From an optimization exercise on the open Yosys and OpenROAD flow, aimed at small area and a short achievable clock period; shortcuts taken in it are not production practice.
The RTL was checked by simulation tests, not by an equivalence proof against the original design.
Power figures rest on the tool's default switching activity, not on a simulated workload.

== run A ==
## solution
module solution (
    input clk,
    input rst,
    input row_valid,
    input [281:0] row_data,
    output [63:0] splitters_hit,
    output done
);
export LEC_CHECK = 0
export CAP_MARGIN = 20
export CORE_MARGIN = 2
export CORE_UTILIZATION = 65
export CTS_BUF_LIST = sky130_fd_sc_hd__clkbuf_4 sky130_fd_sc_hd__clkbuf_8
export SLEW_MARGIN = 20
export SYNTH_HIERARCHICAL = 1
export SYNTH_MINIMUM_KEEP_SIZE = 0
export BUFFER_PORTS_ARGS = -buffer_cell sky130_fd_sc_hd__buf_1
export SKIP_REPAIR_TIE_FANOUT = 1
export CTS_ARGS = -sink_clustering_enable -repair_clock_nets -dont_use_dummy_load -buf_list {sky130_fd_sc_hd__clkbuf_4 sky130_fd_sc_hd__clkbuf_8}
export POST_RESIZE_TCL = /design/flow/flow/port_bufs.tcl
create_clock -name core_clock -period 100.0 [get_ports {clk}]
standard.sh (not shown) runs the stock make flow with config.mk's settings and CLKGATE_MAP_FILE= SYNTH_SCRIPT=/design/flow/synth_recipe.tcl, a recipe that flattens the netlist after the stock synthesis.
==> flow/flow/run.sh <==
#!/bin/bash
# Own layout flow: the standard flow (standard.sh, synth_recipe.tcl), with
#  - bs_col, bs_take and bs_inv mapped to cells by hand (flow/bs_col_cells.v), read over
#    their synthesized versions before the design is flattened,
#  - flow/extra.mk appended to config.mk: buf_1 port buffers, one tie cell per constant,
#    no dummy clock-tree loads, stronger buffers on the row_valid and rst ports (port_bufs.tcl).
# The make output goes to make_finish.log; each ORFS step logs to orfs/logs/.
set -euo pipefail
cd "$(dirname "$0")/.."
W=$PWD
sed "s#@W@#$W#g" flow/extra.mk >> config.mk
# synthesis: the standard flow's script, with the hand-mapped bs_col read over the synthesized one
awk -v f="$W/flow/bs_col_cells.v" '{print} /source .*synth.tcl/ {print "read_verilog -overwrite " f}' \
  synth_recipe.tcl > my_synth.tcl
grep -q "read_verilog -overwrite" my_synth.tcl
sed "s#SYNTH_SCRIPT=[^ ]*#SYNTH_SCRIPT=$W/my_synth.tcl#" standard.sh > my_standard.sh
grep -q "my_synth.tcl" my_standard.sh
bash my_standard.sh ${FLOW_TARGET:-finish} > make_finish.log 2>&1
==> flow/flow/bs_col_cells.v <==
// bs_col and bs_take (see rtl/solution.v) mapped by hand to sky130_fd_sc_hd cells.
//
// bs_col:
// nc1  = ~c1
// nhit = ~(a & c0 & nc1 & take)
// src  = ~(c0 | ntake | nc1)
// nk   = ~((a & nhit) | src)
// d    = ~((nk & nhl & nhr) | rst)
module bs_col (
    input a, input c0, input c1, input take, input ntake, input rst,
    input nhl, input nhr,
    output nhit, output d
);
    wire nc1, src, nk;
    sky130_fd_sc_hd__inv_1 g_nc1 (.A(c1), .Y(nc1));
    sky130_fd_sc_hd__nand4_1 g_hit (.A(a), .B(c0), .C(nc1), .D(take), .Y(nhit));
    sky130_fd_sc_hd__nor3_1 g_src (.A(c0), .B(ntake), .C(nc1), .Y(src));
    sky130_fd_sc_hd__a21oi_1 g_keep (.A1(a), .A2(nhit), .B1(src), .Y(nk));
    sky130_fd_sc_hd__a31oi_1 g_d (.A1(nk), .A2(nhl), .A3(nhr), .B1(rst), .Y(d));
endmodule

// bs_take:
// take = row_valid & running & ~rst, ntake = ~take, rst_l = ~rst_cn
module bs_take (input row_valid, input running, input rst, input rst_cn,
                output take, output ntake, output rst_l);
    sky130_fd_sc_hd__and3b_2 g_take (.A_N(rst), .B(running), .C(row_valid), .X(take));
    sky130_fd_sc_hd__inv_1 g_ntake (.A(take), .Y(ntake));
    sky130_fd_sc_hd__inv_2 g_rst (.A(rst_cn), .Y(rst_l));
endmodule

// bs_inv: an inverter
module bs_inv (input i, output o);
    sky130_fd_sc_hd__inv_2 g_inv (.A(i), .Y(o));
endmodule
==> flow/flow/extra.mk <==
# port buffers: the smallest buffer
export BUFFER_PORTS_ARGS = -buffer_cell sky130_fd_sc_hd__buf_1
# one tie cell per constant
export SKIP_REPAIR_TIE_FANOUT = 1
# clock tree: no dummy loads (they only balance the tree's levels)
export CTS_ARGS = -sink_clustering_enable -repair_clock_nets -dont_use_dummy_load -buf_list {sky130_fd_sc_hd__clkbuf_4 sky130_fd_sc_hd__clkbuf_8}
# stronger port buffers on row_valid and rst
export POST_RESIZE_TCL = @W@/flow/port_bufs.tcl
==> flow/flow/port_bufs.tcl <==
# POST_RESIZE hook: the buffers on the row_valid and rst ports drive the take logic of
# every column group; give them a stronger buffer than the other ports' buf_1.
foreach p {row_valid rst} {
  set net [get_nets -of_objects [get_ports $p]]
  foreach pin [get_pins -of_objects $net] {
    set inst [get_cells -of_objects $pin]
    set ref [get_property $inst ref_name]
    if {[string match "sky130_fd_sc_hd__buf_*" $ref] || [string match "sky130_fd_sc_hd__clkbuf_*" $ref]} {
      puts "port $p: [get_full_name $inst] $ref -> sky130_fd_sc_hd__buf_4"
      replace_cell $inst sky130_fd_sc_hd__buf_4
    }
  }
}
Run A is listed as incomplete: the tool reported an error in placement repair (3_4_place_resized) and the run ended there.
For run B, these inputs were changed with respect to run A:
- POST_RESIZE_TCL removed (was /design/flow/flow/port_bufs.tcl)
- SETUP_SLACK_MARGIN newly set to 77
==> flow/flow/run.sh <==
#!/bin/bash
# Own layout flow: the standard flow, with
#  - the column cell bs_col mapped by hand (flow/bs_col_cells.v) before flattening,
#  - flow/extra.mk appended to config.mk (port buffer cell).
set -euo pipefail
cd "$(dirname "$0")/.."
W=$PWD
cat flow/extra.mk >> config.mk
# synthesis: the standard flow's script, with the hand-mapped bs_col read over the synthesized one
awk -v f="$W/flow/bs_col_cells.v" '{print} /source .*synth.tcl/ {print "read_verilog -overwrite " f}' \
  synth_recipe.tcl > my_synth.tcl
grep -q "read_verilog -overwrite" my_synth.tcl
sed "s#SYNTH_SCRIPT=[^ ]*#SYNTH_SCRIPT=$W/my_synth.tcl#" standard.sh > my_standard.sh
grep -q "my_synth.tcl" my_standard.sh
bash my_standard.sh ${FLOW_TARGET:-finish} > make_finish.log 2>&1
diff --git a/flow/flow/bs_col_cells.v b/flow/flow/bs_col_cells.v
--- a/flow/flow/bs_col_cells.v
+++ b/flow/flow/bs_col_cells.v
@@ -2,7 +2,6 @@
 //
 // bs_col:
-// nc1  = ~c1
-// nhit = ~(a & c0 & nc1 & take)
-// src  = ~(c0 | ntake | nc1)
+// nhit = ~(a & c0 & ~c1 & take)
+// src  = ~c0 & ~ntake & c1
 // nk   = ~((a & nhit) | src)
 // d    = ~((nk & nhl & nhr) | rst)
@@ -12,8 +11,7 @@
     output nhit, output d
 );
-    wire nc1, src, nk;
-    sky130_fd_sc_hd__inv_1 g_nc1 (.A(c1), .Y(nc1));
-    sky130_fd_sc_hd__nand4_1 g_hit (.A(a), .B(c0), .C(nc1), .D(take), .Y(nhit));
-    sky130_fd_sc_hd__nor3_1 g_src (.A(c0), .B(ntake), .C(nc1), .Y(src));
+    wire src, nk;
+    sky130_fd_sc_hd__nand4b_1 g_hit (.A_N(c1), .B(c0), .C(a), .D(take), .Y(nhit));
+    sky130_fd_sc_hd__nor3b_1 g_src (.A(c0), .B(ntake), .C_N(c1), .Y(src));
     sky130_fd_sc_hd__a21oi_1 g_keep (.A1(a), .A2(nhit), .B1(src), .Y(nk));
     sky130_fd_sc_hd__a31oi_1 g_d (.A1(nk), .A2(nhl), .A3(nhr), .B1(rst), .Y(d));
==> flow/flow/extra.mk <==
# port buffers: the smallest buffer
export BUFFER_PORTS_ARGS = -buffer_cell sky130_fd_sc_hd__buf_1
# one tie cell per constant
export SKIP_REPAIR_TIE_FANOUT = 1
# clock tree: no dummy loads (they only balance the tree's levels)
export CTS_ARGS = -sink_clustering_enable -repair_clock_nets -dont_use_dummy_load -buf_list {sky130_fd_sc_hd__clkbuf_4 sky130_fd_sc_hd__clkbuf_8}
# timing repair aims for this much setup slack
export SETUP_SLACK_MARGIN = 77
removed: flow/flow/port_bufs.tcl
[summary]
Run B: flow completed, timing, DRC and antenna clean
Per-instance average area after synthesis ended up 1.3 µm² higher on run B than on run A.
For the initial core utilization, run B came in 0.82 points lower than run A did.
Going from run A to run B, horizontal extent of the die grows by 1.0 µm.
When run B is measured against run A, its site row count turns out 1 higher.
Number of top-level pins: run B vs run A identical
Summary of run B over run A: net count after synthesis fell by 141, number of port buffers barely changed, die boundary height increased about 0.7%, area of the mapped netlist now sits higher.
Comparing run A and run B, the higher final weighted congestion of routability-driven global placement is on run A.
Compared with run A, run B shows synthesized cell count that has gone down by more than 10%.
Relative to run B, the following input files were edited for run C:
- changing CTS_ARGS from -sink_clustering_enable -repair_clock_nets -dont_use_dummy_load -buf_list {sky130_fd_sc_hd__clkbuf_4 sky130_fd_sc_hd__clkbuf_8} to -sink_clustering_enable -sink_clustering_size 30 -sink_clustering_max_diameter 200 -sink_clustering_levels 1 -repair_clock_nets -dont_use_dummy_load -buf_list {sky130_fd_sc_hd__clkbuf_8}
- removing SETUP_SLACK_MARGIN (formerly 77)
==> flow/flow/extra.mk <==
# port buffers: the smallest buffer
export BUFFER_PORTS_ARGS = -buffer_cell sky130_fd_sc_hd__buf_1
# one tie cell per constant
export SKIP_REPAIR_TIE_FANOUT = 1
# clock tree: no dummy loads (they only balance the tree's levels)
export CTS_ARGS = -sink_clustering_enable -sink_clustering_size 30 -sink_clustering_max_diameter 200 -sink_clustering_levels 1 -repair_clock_nets -dont_use_dummy_load -buf_list {sky130_fd_sc_hd__clkbuf_8}
Notes after the runs:
- No stage failed in run B, and the final checks on the layout all came back clean.
- Run C went all the way through the flow, and no timing, DRC or antenna check failed.
- Run B ended up with splitters_hit[9] as its capture point of the worst path; run C ended up with pn[6].
- Clock-pin slew on the worst setup and hold paths: run C vs run B up 0.02 ns
- STATUS total wire length after detailed routing: run C wins against run B
- Against run B, run C comes in 182 lower on cell count.
- Delta (run C minus run B): final critical-path share of the clock period shows an increase of 0.35 points, non-clock buffer total of the final layout shrank by 35%.
- In run C the cell depth of the worst setup path turned out 3 lower than in run B.
- Run C vs. run B: wire length of the first global-routing pass fell by 9.6 mm, first-pass detailed-route iteration total increased by 1 relative to the old numbers.
- Of run C and run B, run C shows the higher sequential share of cell area, with run B below it.
- Comparing run C and run B, the lower net switching power figure was measured on run C.
- Any difference in die area between run B and run C is small enough to ignore.
Modified inputs, run D compared to run C
- CTS_ARGS: -sink_clustering_enable -sink_clustering_size 30 -sink_clustering_max_diameter 200 -sink_clustering_levels 1 -repair_clock_nets -dont_use_dummy_load -buf_list {sky130_fd_sc_hd__clkbuf_8} -> -sink_clustering_enable -repair_clock_nets -dont_use_dummy_load -buf_list {sky130_fd_sc_hd__clkbuf_4 sky130_fd_sc_hd__clkbuf_8}
diff --git a/flow/flow/run.sh b/flow/flow/run.sh
--- a/flow/flow/run.sh
+++ b/flow/flow/run.sh
@@ -1,6 +1,9 @@
 #!/bin/bash
-# Own layout flow: the standard flow, with
-#  - the column cell bs_col mapped by hand (flow/bs_col_cells.v) before flattening,
-#  - flow/extra.mk appended to config.mk (port buffer cell).
+# Own layout flow: the standard flow (standard.sh, synth_recipe.tcl), with
+#  - bs_col, bs_take and bs_inv mapped to cells by hand (flow/bs_col_cells.v), read over
+#    their synthesized versions before the design is flattened,
+#  - flow/extra.mk appended to config.mk: buf_1 port buffers, one tie cell per constant,
+#    no dummy clock-tree loads.
+# The make output goes to make_finish.log; each ORFS step logs to orfs/logs/.
 set -euo pipefail
 cd "$(dirname "$0")/.."
==> flow/flow/extra.mk <==
# port buffers: the smallest buffer
export BUFFER_PORTS_ARGS = -buffer_cell sky130_fd_sc_hd__buf_1
# one tie cell per constant
export SKIP_REPAIR_TIE_FANOUT = 1
# clock tree: no dummy loads (they only balance the tree's levels)
export CTS_ARGS = -sink_clustering_enable -repair_clock_nets -dont_use_dummy_load -buf_list {sky130_fd_sc_hd__clkbuf_4 sky130_fd_sc_hd__clkbuf_8}
## What came out
- Actual transition at the worst max-transition pin of run D is on par with run C.
- Changes observed in run D relative to run C: via count roughly the same; fraction of power consumed by the clock network roughly the same; sequential share of layout area roughly the same; layout inverter count without the clock tree roughly the same.

[static timing again, ports no longer ideal]
Ports are ideal in the flow. The routed layouts listed here were re-timed in OpenROAD. Step 1 assumes that a clkbuf_16 drives the clock port and a buf_2 every other input. Step 2 adds t to the input delays and takes it off the output delays; t is the mean of the earliest and latest rising clock arrival at the registers after step 1. Input paths then give back, and output paths get back, about the clock's delay inside the block. Slacks: no drivers / after step 1 / after step 2; pairs: no drivers / after step 1.
run | t (ns) | slack for setup (ns) | hold slack, ns | worst setup path after step 2
run B | 0.500 | 76.427 / 76.384 / 75.884 | 0.494 / 0.494 / 0.494 | input to register
run C | 0.493 | 76.076 / 76.072 / 75.579 | 0.508 / 0.508 / 0.508 | input to register
run D | 0.493 | 76.076 / 76.072 / 75.579 | 0.508 / 0.508 / 0.508 | input to register
After both steps setup and hold are still met in every run listed. For run B, which loses most, drivers alone change the setup slack by -0.043 ns; drivers and shift together by -0.543 ns.
